Source: an optimization exercise on an open RTL-to-GDS flow (aim: small area). Production flows keep margins and buffers that such runs may drop. Only simulation tests tie the RTL to the original design; equivalence was not proved. No activity file was given, so power comes from the tool's default toggle rates.

==> flow/design.v (excerpt) <==
module top(
      clk,
      rst,
      srx_c,
      srx_d,
      pwm_a,
      pwm_b,
      led1,
      led2,
      led3,
      led4,
      led5,
      led6,
      output_switch0,
      output_switch1,
      output_switch2,
      output_switch3,
      output0_from_A,
      output1_from_A,
      output2_from_A,
      output3_from_A,
      output0_from_B,
      output1_from_B,
      output2_from_B,
      output3_from_B,
      sw0,
      sw1,
      sw2,
      reset_CPUA_pad,
      reset_CPUB_pad,
      power_on_A_pad,
      power_on_B_pad,
      GPIO_A,
      GPIO_B
    );
input clk;
input rst;
input srx_c;
input srx_d;
input pwm_a;
input pwm_b;
output led1;
output led2;
output led3;
output led4;
output led5;
output led6;
output GPIO_A;
output GPIO_B;
output sw0;
output sw1;
output sw2;
output reset_CPUA_pad;
output reset_CPUB_pad;
output power_on_A_pad;
output power_on_B_pad;
output [7:0] output_switch0;
output [7:0] output_switch1;
output [7:0] output_switch2;
output [7:0] output_switch3;
input  [7:0] output0_from_A;
input  [7:0] output1_from_A;
input  [7:0] output2_from_A;
input  [7:0] output3_from_A;
input  [7:0] output0_from_B;
input  [7:0] output1_from_B;
input  [7:0] output2_from_B;
input  [7:0] output3_from_B;
wire switch;
wire bad_a, bad_b;      
wire debug_mode;
wire reset_A, reset_B;
wire pwr_A, pwr_B;
reg [7:0] os0, os1, os2, os3;
always @(posedge clk) begin
  os0 <= switch ? output0_from_B : output0_from_A;
  os1 <= switch ? output1_from_B : output1_from_A;
  os2 <= switch ? output2_from_B : output2_from_A;
  os3 <= switch ? output3_from_B : output3_from_A;
end
assign output_switch0 = os0;
assign output_switch1 = os1;
assign output_switch2 = os2;
assign output_switch3 = os3;
assign {sw0, sw1, sw2} = {switch, switch, switch};
assign led1 = switch;
assign led2 = ~switch;
assign GPIO_A = ~switch;
assign GPIO_B = switch;
assign led3 = bad_a;
assign led4 = bad_b;
assign led5 = ok_r;
assign led6 = ndbg_r;
assign reset_CPUA_pad = reset_A;
assign reset_CPUB_pad = reset_B;
assign power_on_A_pad = pwr_A;
assign power_on_B_pad = pwr_B;
sc_pulse pulse_a(.clk(clk), .rst(rst), .pwm(pwm_a), .io_n(bad_a));
  ...
export LEC_CHECK = 0
export CAP_MARGIN = 20
export CORE_MARGIN = 2
export CORE_UTILIZATION = 65
export PLACE_DENSITY = 0.75
export SLEW_MARGIN = 20
create_clock -name core_clock -period 8.0 [get_ports {clk}]
standard.sh (not shown) runs the stock make flow with config.mk's settings and CLKGATE_MAP_FILE= SYNTH_SCRIPT=/design/flow/synth_recipe.tcl, a recipe that flattens the netlist after the stock synthesis.
==> flow/flow/run.sh <==
#!/bin/bash
# Own layout flow: the standard flow (standard.sh), with
#   - port buffers of the smallest buffer cell (buf_1);
#   - a clock tree of clkbuf_4 leaf clusters of at most 10 sinks within
#     50 um, without dummy loads;
#   - the standard synthesis's combinational logic mapped again for area
#     (flow/remap.tcl): its flip-flops are kept as they are, same cells and
#     names; only the gates between them are re-mapped by ABC.
# Everything else (floorplan, power grid, taps, placement, routing) is the
# standard flow's. Each tool's full output goes to a log file here:
# flow_synth.log (standard synthesis), flow_remap.log (re-mapping),
# flow_make.log (the rest of the standard flow).
set -uo pipefail
KNOBS=("BUFFER_PORTS_ARGS=-buffer_cell sky130_fd_sc_hd__buf_1"
       "CTS_ARGS=-sink_clustering_enable -repair_clock_nets -dont_use_dummy_load -buf_list sky130_fd_sc_hd__clkbuf_4 -sink_clustering_size 10 -sink_clustering_max_diameter 50")
RES=orfs/results/${FLOW_PLATFORM}/top/base
LOGS=orfs/logs/${FLOW_PLATFORM}/top/base

bash standard.sh "${KNOBS[@]}" synth > flow_synth.log 2>&1 || { tail -n 30 flow_synth.log; exit 1; }

# re-map the combinational logic of the standard netlist
cp "$RES/1_2_yosys.v" "$RES/1_2_yosys_standard.v"
export REMAP_IN="$RES/1_2_yosys_standard.v"
export REMAP_OUT="$RES/1_2_yosys_remap.v"
export REMAP_LIB="$FLOW_HOME/platforms/${FLOW_PLATFORM}/lib/sky130_fd_sc_hd__tt_025C_1v80.lib"
export REMAP_DONT_USE="$(grep -m1 -- '-dont_use' "$LOGS/1_2_yosys.log" | grep -oE -- '-dont_use [^ ]+' | tr '\n' ' ')"
export REMAP_SEQ="$(grep -oE 'sky130_fd_sc_hd__(e?dfx[a-z]*|df[rs][a-z]*|dfbbp|sdf[a-z]*|dl[a-z]*)_[0-9]+' "$REMAP_IN" | sort -u | tr '\n' ' ')"
"$FLOW_HOME/../tools/install/yosys/bin/yosys" -c flow/remap.tcl > flow_remap.log 2>&1 || { tail -n 30 flow_remap.log; exit 1; }
# same flip-flops, by cell type and name, or keep the standard netlist
ff() { grep -oE 'sky130_fd_sc_hd__(e?dfx[a-z]*|df[rs][a-z]*|dfbbp|sdf[a-z]*|dl[a-z]*)_[0-9]+ +[^ ]+' "$1" | sort; }
if [[ -s "$REMAP_OUT" ]] && cmp -s <(ff "$REMAP_IN") <(ff "$REMAP_OUT"); then
  cp "$REMAP_OUT" "$RES/1_2_yosys.v"
  echo "re-mapped netlist used" >> flow_remap.log
else
  echo "re-mapped netlist NOT used" >> flow_remap.log
fi

bash standard.sh "${KNOBS[@]}" finish > flow_make.log 2>&1
status=$?
tail -n 30 flow_make.log
exit $status
==> flow/flow/remap.tcl <==
# Re-map the combinational gates of a mapped netlist for area. The flip-flop
# cells are made black boxes, so they, their names and their connections
# stay exactly as they are; every other cell is replaced by its function,
# and ABC maps that logic again with an area-oriented script.
yosys read_liberty -ignore_miss_func $::env(REMAP_LIB)
yosys read_verilog $::env(REMAP_IN)
yosys hierarchy -top top
yosys blackbox {*}$::env(REMAP_SEQ)
yosys flatten
yosys hierarchy -top top
yosys opt -purge
yosys abc -liberty $::env(REMAP_LIB) {*}$::env(REMAP_DONT_USE) -script "+strash;&get -n;&st;&dch;&nf -a;&put;topo;dnsize -c"
yosys setundef -zero
yosys splitnets
yosys opt_clean -purge
yosys hilomap -singleton -hicell sky130_fd_sc_hd__conb_1 HI -locell sky130_fd_sc_hd__conb_1 LO
yosys insbuf -buf sky130_fd_sc_hd__buf_4 A X
yosys opt_clean -purge
yosys rename -hide w:_*_.*
yosys tee -o remap_stat.txt stat -liberty $::env(REMAP_LIB)
yosys write_verilog -noattr -nohex -nodec $::env(REMAP_OUT)
The starting point finished clean.
Then changed:
--- a/flow/flow/remap.tcl
+++ b/flow/flow/remap.tcl
@@ -10,5 +10,5 @@
 yosys hierarchy -top top
 yosys opt -purge
-yosys abc -liberty $::env(REMAP_LIB) {*}$::env(REMAP_DONT_USE) -script "+strash;&get -n;&st;&dch;&nf -a;&put;topo;dnsize -c"
+yosys abc -liberty $::env(REMAP_LIB) {*}$::env(REMAP_DONT_USE) -script "+strash;&get -n;&st;&dch;&nf -a -F 20 -A 20;&put;topo;dnsize -c"
 yosys setundef -zero
 yosys splitnets
What happened: Power barely changes; utilization barely changes; area after synthesis hardly moves; cell area hardly moves; worst hold slack degrades by 0.030 ns; via count shrinks slightly.
Then changed:
--- a/flow/flow/run.sh
+++ b/flow/flow/run.sh
@@ -3,5 +3,5 @@
 #   - port buffers of the smallest buffer cell (buf_1);
 #   - a clock tree of clkbuf_4 leaf clusters of at most 10 sinks within
-#     50 um, without dummy loads;
+#     40 um, without dummy loads;
 #   - the standard synthesis's combinational logic mapped again for area
 #     (flow/remap.tcl): its flip-flops are kept as they are, same cells and
@@ -13,5 +13,5 @@
 set -uo pipefail
 KNOBS=("BUFFER_PORTS_ARGS=-buffer_cell sky130_fd_sc_hd__buf_1"
-       "CTS_ARGS=-sink_clustering_enable -repair_clock_nets -dont_use_dummy_load -buf_list sky130_fd_sc_hd__clkbuf_4 -sink_clustering_size 10 -sink_clustering_max_diameter 50")
+       "CTS_ARGS=-sink_clustering_enable -repair_clock_nets -dont_use_dummy_load -buf_list sky130_fd_sc_hd__clkbuf_4 -sink_clustering_size 10 -sink_clustering_max_diameter 40")
 RES=orfs/results/${FLOW_PLATFORM}/top/base
 LOGS=orfs/logs/${FLOW_PLATFORM}/top/base
--- a/flow/flow/remap.tcl
+++ b/flow/flow/remap.tcl
@@ -10,5 +10,5 @@
 yosys hierarchy -top top
 yosys opt -purge
-yosys abc -liberty $::env(REMAP_LIB) {*}$::env(REMAP_DONT_USE) -script "+strash;&get -n;&st;&dch;&nf -a -F 20 -A 20;&put;topo;dnsize -c"
+yosys abc -liberty $::env(REMAP_LIB) {*}$::env(REMAP_DONT_USE) -script "+strash;&get -n;&st;&dch;&nf -a;&put;topo;dnsize -c"
 yosys setundef -zero
 yosys splitnets
After rerunning: Final area rises slightly; clock skew shrinks by 0.013 ns; combinational power stays flat; first-iteration DRC count shrinks by a few percent; worst setup slack stays flat.


## try-cedar
Another version of the RTL of top (not shown whole).
For scale: roughly 1,900 cells after synthesis, about 540 flip-flops, about 120 I/O pins, roughly 22,000 µm² of cells after synthesis.
export LEC_CHECK = 0
export CAP_MARGIN = 20
export CORE_MARGIN = 2
export CORE_UTILIZATION = 65
export PLACE_DENSITY = 0.75
export SLEW_MARGIN = 20
create_clock -name core_clock -period 8.0 [get_ports {clk}]
==> flow/flow/run.sh <==
#!/bin/bash
# Own layout flow: the standard flow (standard.sh) with two ORFS
# variables changed:
#   - port buffers use the smallest buffer cell (buf_1);
#   - clock tree: clkbuf_4 leaf clusters of at most 10 sinks, no dummy loads.
# Everything else (synthesis, floorplan, power grid, taps, routing) is the
# standard flow's. The full make output goes to flow_make.log here.
set -uo pipefail
bash standard.sh \
  "BUFFER_PORTS_ARGS=-buffer_cell sky130_fd_sc_hd__buf_1" \
  "CTS_ARGS=-sink_clustering_enable -repair_clock_nets -dont_use_dummy_load -buf_list sky130_fd_sc_hd__clkbuf_4 -sink_clustering_size 10 -sink_clustering_max_diameter 50" \
  finish > flow_make.log 2>&1
status=$?
tail -n 30 flow_make.log
exit $status
try-cedar completed; timing, DRC and antenna clean
--- input diff try-cedar..try-juniper ---
- PLACE_DENSITY now 0.6, was 0.75
- CORE_UTILIZATION now 40, was 65
Findings:
Going from try-cedar to try-juniper, initial antenna violation count increased by 2 relative to the old numbers, portion of total power attributed to the clock network increased by 1.0 points relative to the old numbers, pre-CTS setup slack decreased by 0.056 ns relative to the old numbers.
Measured against each other, try-juniper and try-cedar differ in total track usage, the lower figure coming from try-juniper.
The final reports for try-juniper and try-cedar show cell count higher in the former.


Setup of main:
Another version of the RTL of top (not shown whole).
Size: ~1,800 cells after synthesis, roughly 510 flip-flops, about 120 I/O pins, roughly 21,000 um^2 of cells after synthesis.
==> flow/config.mk <==
export PLATFORM = sky130hd
export DESIGN_NAME = top
export DESIGN_NICKNAME = top
export VERILOG_FILES = /design/flow/design.v
export SDC_FILE = /design/flow/constraint.sdc
export NUM_CORES = 4
export LEC_CHECK = 0
export CAP_MARGIN = 5
export CORE_MARGIN = 2
export CORE_UTILIZATION = 65
export PLACE_DENSITY = 0.75
export SLEW_MARGIN = 5
==> flow/constraint.sdc <==
create_clock -name core_clock -period 8.0 [get_ports {clk}]
set_input_delay 1.6000 -clock core_clock [delete_from_list [all_inputs] [get_ports {clk}]]
set_output_delay 1.6000 -clock core_clock [all_outputs]
set_load 0.01 [all_outputs]
Scripts as last shown in full above: flow/flow/run.sh
main: flow completed, timing, DRC and antenna clean
The following lists how the feature branch was set up differently from main:
Settings: swapping 5 for 20 in CAP_MARGIN; swapping 5 for 20 in SLEW_MARGIN.
Results
Relative to main, part of the cycle the worst path needs increased by 0.65 points in the feature branch.
As of the feature branch, routed metal-1 wire length had risen slightly compared to main.
Summary of the feature branch over main: utilization flat, maximum frequency down 1.1%.
~same half-perimeter wire length after placement in the feature branch and main


top, a different RTL version from the one above (not shown whole).
Size in the first run: roughly 120 I/O pins, ~22000 µm² of cells after synthesis.
// top
module top(
      clk,
      rst,
      srx_c,
      srx_d,
      pwm_a,
      pwm_b,
      led1,
      led2,
      led3,
      led4,
      led5,
      led6,
      output_switch0,
      output_switch1,
      output_switch2,
      output_switch3,
      output0_from_A,
      output1_from_A,
      output2_from_A,
      output3_from_A,
      output0_from_B,
      output1_from_B,
      output2_from_B,
      output3_from_B,
      sw0,
      sw1,
      sw2,
      reset_CPUA_pad,
      reset_CPUB_pad,
      power_on_A_pad,
      power_on_B_pad,
      GPIO_A,
      GPIO_B
    );
==> flow/config.mk <==
export PLATFORM = sky130hd
export DESIGN_NAME = top
export DESIGN_NICKNAME = top
export VERILOG_FILES = /design/flow/design.v
export SDC_FILE = /design/flow/constraint.sdc
export NUM_CORES = 4
export LEC_CHECK = 0
export CAP_MARGIN = 20
export CORE_MARGIN = 2
export CORE_UTILIZATION = 40
export PLACE_DENSITY = 0.6
export SLEW_MARGIN = 20
==> flow/constraint.sdc <==
create_clock -name core_clock -period 8.0 [get_ports {clk}]
set_input_delay 1.6000 -clock core_clock [delete_from_list [all_inputs] [get_ports {clk}]]
set_output_delay 1.6000 -clock core_clock [all_outputs]
set_load 0.01 [all_outputs]
==> flow/flow/run.sh <==
#!/bin/bash
# Own layout flow: the standard flow (standard.sh) with two ORFS
# variables changed:
#   - port buffers use the smallest buffer cell (buf_1);
#   - clock tree: clkbuf_4 leaf clusters of at most 10 sinks, no dummy loads.
# Everything else (synthesis, floorplan, power grid, taps, routing) is the
# standard flow's. The full make output goes to flow_make.log here.
set -uo pipefail
bash standard.sh \
  "BUFFER_PORTS_ARGS=-buffer_cell sky130_fd_sc_hd__buf_1" \
  "CTS_ARGS=-sink_clustering_enable -repair_clock_nets -dont_use_dummy_load -buf_list sky130_fd_sc_hd__clkbuf_8 -sink_clustering_size 16 -sink_clustering_max_diameter 40" \
  finish > flow_make.log 2>&1
status=$?
tail -n 30 flow_make.log
exit $status
The baseline completed with no timing, DRC or antenna violations.
Then changed:
--- a/flow/flow/run.sh
+++ b/flow/flow/run.sh
@@ -11 +11 @@
-  "CTS_ARGS=-sink_clustering_enable -repair_clock_nets -dont_use_dummy_load -buf_list sky130_fd_sc_hd__clkbuf_8 -sink_clustering_size 16 -sink_clustering_max_diameter 40" \
+  "CTS_ARGS=-sink_clustering_enable -repair_clock_nets -dont_use_dummy_load -buf_list sky130_fd_sc_hd__clkbuf_4 -sink_clustering_size 10 -sink_clustering_max_diameter 50" \
Outcome: The changed run passed the timing, DRC and antenna checks. Cell area is lower by 2.2%. Global-route usage is about the same. Combinational power hardly moves. Clock-buffer cell count is lower by 8. Routed wire length stays flat. Non-clock buffer count is unchanged. Core utilization is lower by 0.99 points. Cell count stays flat. Setup slack got worse by 16 ps. Critical path depth is lower by 1.
Then changed:
==> flow/run.sh (new file) <==
#!/bin/bash
# synth_recipe.tcl (not shown) runs the flow's synth.tcl, then flattens the netlist and writes it again
# the make line also repeats each setting of config.mk as NAME=value (left out here)
make -C /OpenROAD-flow-scripts/flow DESIGN_CONFIG=/design/flow/config.mk WORK_HOME=/design/flow/orfs CLKGATE_MAP_FILE= SYNTH_SCRIPT=/design/flow/synth_recipe.tcl finish
--- a/flow/config.mk
+++ b/flow/config.mk
@@ -10,0 +11,3 @@
+export CTS_BUF_LIST = sky130_fd_sc_hd__clkbuf_4
+export CTS_CLUSTER_DIAMETER = 50
+export CTS_CLUSTER_SIZE = 8
removed: flow/flow/run.sh
removed: flow/standard.sh
Wire length is higher by 1.0%.
Setup slack is better by 37 ps.
Power is higher by 11%.
Cell count is higher by 2.0%.
First-iteration DRC count is higher by 10%.


v36:
top, a different RTL version from the one above (not shown whole).
Size: about 1900 cells after synthesis, ~550 flip-flops, about 120 I/O pins.
==> flow/config.mk <==
export PLATFORM = sky130hd
export DESIGN_NAME = top
export DESIGN_NICKNAME = top
export VERILOG_FILES = /design/flow/design.v
export SDC_FILE = /design/flow/constraint.sdc
export NUM_CORES = 4
export LEC_CHECK = 0
export CAP_MARGIN = 20
export CORE_MARGIN = 2
export CORE_UTILIZATION = 40
export PLACE_DENSITY = 0.6
export SLEW_MARGIN = 20
==> flow/constraint.sdc <==
create_clock -name core_clock -period 8.0 [get_ports {clk}]
set_input_delay 1.6000 -clock core_clock [delete_from_list [all_inputs] [get_ports {clk}]]
set_output_delay 1.6000 -clock core_clock [all_outputs]
set_load 0.01 [all_outputs]
==> flow/flow/run.sh <==
#!/bin/bash
# Own layout flow: the standard flow (standard.sh) with two ORFS
# variables changed:
#   - port buffers use the smallest buffer cell (buf_1);
#   - clock tree: clkbuf_4 leaf clusters of at most 10 sinks, no dummy loads.
# Everything else (synthesis, floorplan, power grid, taps, routing) is the
# standard flow's. The full make output goes to flow_make.log here.
set -uo pipefail
bash standard.sh \
  "BUFFER_PORTS_ARGS=-buffer_cell sky130_fd_sc_hd__buf_1" \
  "CTS_ARGS=-sink_clustering_enable -repair_clock_nets -dont_use_dummy_load -buf_list sky130_fd_sc_hd__clkbuf_4 -sink_clustering_size 10 -sink_clustering_max_diameter 50" \
  finish > flow_make.log 2>&1
status=$?
tail -n 30 flow_make.log
exit $status
### v36 -> v39
--- a/flow/flow/run.sh
+++ b/flow/flow/run.sh
@@ -2 +2 @@
-# Own layout flow: the standard flow (standard.sh) with two ORFS
+# Own layout flow: the standard flow (standard.sh) with three ORFS
@@ -5 +5,2 @@
-#   - clock tree: clkbuf_4 leaf clusters of at most 10 sinks, no dummy loads.
+#   - clock tree: clkbuf_4 leaf clusters of at most 10 sinks, no dummy loads;
+#   - global route recovers power (downsizes cells) on all paths with slack.
@@ -11,0 +13 @@
+  "RECOVER_POWER=100" \
## What came out
Compared with v36, the detailed router inserted more vias in v39.
v36 went all the way through synthesis, placement and routing and the layout is clean on timing, DRC and antenna.
In v39 the implementation completed, yet the final layout does not meet the checks, the culprit being max-capacitance violations, max-slew violations.
The slowest cell on the critical path comes out dfxtp_1 in one run and dfxtp_2 in the other, namely in v39 and v36 respectively.
Die footprint: v39 vs v36 identical
Diff v39 and v36: worst slew slack as a fraction of its limit lower in v39
v39 ended with more time the worst path needs with I/O delays and setup than v36.
Met2 wire length delta (v39 -> v36): insignificant
--- input diff v39..v49 ---
# v39
export LEC_CHECK = 0
export CAP_MARGIN = 20
export CORE_MARGIN = 2
export CORE_UTILIZATION = 40
export PLACE_DENSITY = 0.6
export SLEW_MARGIN = 20
create_clock -name core_clock -period 8.0 [get_ports {clk}]
# v49
export LEC_CHECK = 0
export CAP_MARGIN = 20
export CORE_MARGIN = 2
export CORE_UTILIZATION = 40
export CTS_BUF_LIST = sky130_fd_sc_hd__clkbuf_8
export CTS_CLUSTER_DIAMETER = 50
export CTS_CLUSTER_SIZE = 14
export PLACE_DENSITY = 0.6
export SLEW_MARGIN = 20
create_clock -name core_clock -period 8.0 [get_ports {clk}]
==> flow/run.sh (new file) <==
#!/bin/bash
# synth_recipe.tcl (not shown) runs the flow's synth.tcl, then flattens the netlist and writes it again
# the make line also repeats each setting of config.mk as NAME=value (left out here)
make -C /OpenROAD-flow-scripts/flow DESIGN_CONFIG=/design/flow/config.mk WORK_HOME=/design/flow/orfs CLKGATE_MAP_FILE= SYNTH_SCRIPT=/design/flow/synth_recipe.tcl finish
removed: flow/flow/run.sh
removed: flow/standard.sh
### Flow results
Between v49 and v39, the number of global-route vias before repair figures differ only marginally.
Per the final summary, v49 finished and its layout is clean on timing, DRC and antenna.
Final-layout fill cell count for v49 is lower than for v39.
Compared with v39, in v49 largest net degree at the start of global routing up 11; fraction of standard cell area that is sequential down 3.4 points.
Taking v39 as the reference, in v49 count of pins over their slew limit lost 152; relative contribution of sequential cells to total power lost 9.9 points.
Final worst slack (higher): v49
Diff v39 -> v49 | fraction of power consumed by combinational cells | increase of 0.2 points
> inputs changed (v49 -> v53)
# v49
export LEC_CHECK = 0
export CAP_MARGIN = 20
export CORE_MARGIN = 2
export CORE_UTILIZATION = 40
export CTS_BUF_LIST = sky130_fd_sc_hd__clkbuf_8
export CTS_CLUSTER_DIAMETER = 50
export CTS_CLUSTER_SIZE = 14
export PLACE_DENSITY = 0.6
export SLEW_MARGIN = 20
create_clock -name core_clock -period 8.0 [get_ports {clk}]
# v53
export LEC_CHECK = 0
export CAP_MARGIN = 20
export CORE_MARGIN = 2
export CORE_UTILIZATION = 40
export CTS_BUF_LIST = sky130_fd_sc_hd__clkbuf_4
export CTS_CLUSTER_DIAMETER = 50
export CTS_CLUSTER_SIZE = 8
export PLACE_DENSITY = 0.6
export SLEW_MARGIN = 20
create_clock -name core_clock -period 8.0 [get_ports {clk}]
==> results.txt <==
Area growth from synthesis to layout (lower): v53. Re cell count along the critical path: no difference whatsoever between v49 and v53. v53 vs v49 — setup slack dropped 0.036 ns. Having completed the whole flow, v53 delivered a layout that passed the timing, DRC and antenna checks. First-iteration DRC count is lower on v49.

## afterwards: timing with drivers on the ports
The results above use ideal ports. As a check the final layouts listed here were re-extracted and re-timed, cells and wires unchanged.
Step 1: set_driving_cell puts a clkbuf_16 on clk and a buf_2 on each other input, an assumption about the parent block.
Step 2, shift: input delay + t, output delay - t, t = (earliest + latest rising clock arrival at the registers) / 2. This alone moves slack from input paths to output paths.
Three values: ideal ports, drivers, drivers and shift; two values: the first two.
run | shift t [ns] | setup WS [ns] | latest minus earliest clock arrival (ns)
the first run of note 1 | 0.760 | 3.808 / 3.808 / 3.808 | 0.068 / 0.068
the second run of note 1 | 0.771 | 3.825 / 3.825 / 3.825 | 0.090 / 0.090
the third run of note 1 | 0.720 | 3.826 / 3.826 / 3.826 | 0.078 / 0.078
try-cedar | 0.871 | 3.830 / 3.830 / 3.830 | 0.065 / 0.065
try-juniper | 0.830 | 3.717 / 3.717 / 3.717 | 0.080 / 0.080
main | 0.774 | 3.547 / 3.547 / 3.547 | 0.084 / 0.084
the feature branch | 0.754 | 3.495 / 3.495 / 3.495 | 0.097 / 0.097
the first run of note 4 | 0.676 | 3.678 / 3.678 / 3.678 | 0.088 / 0.088
the second run of note 4 | 0.823 | 3.662 / 3.662 / 3.662 | 0.097 / 0.098
the third run of note 4 | 0.869 | 3.699 / 3.699 / 3.699 | 0.048 / 0.049
v36 | 0.809 | 3.033 / 3.033 / 3.033 | 0.113 / 0.112
v39 | 0.806 | 2.631 / 2.631 / 1.981 | 0.112 / 0.112
v49 | 0.726 | 3.136 / 3.136 / 3.136 | 0.051 / 0.051
v53 | 0.896 | 3.101 / 3.101 / 3.101 | 0.061 / 0.062
For v39, which loses most, drivers alone change the setup slack by 0.000 ns; drivers and shift together by -0.650 ns.
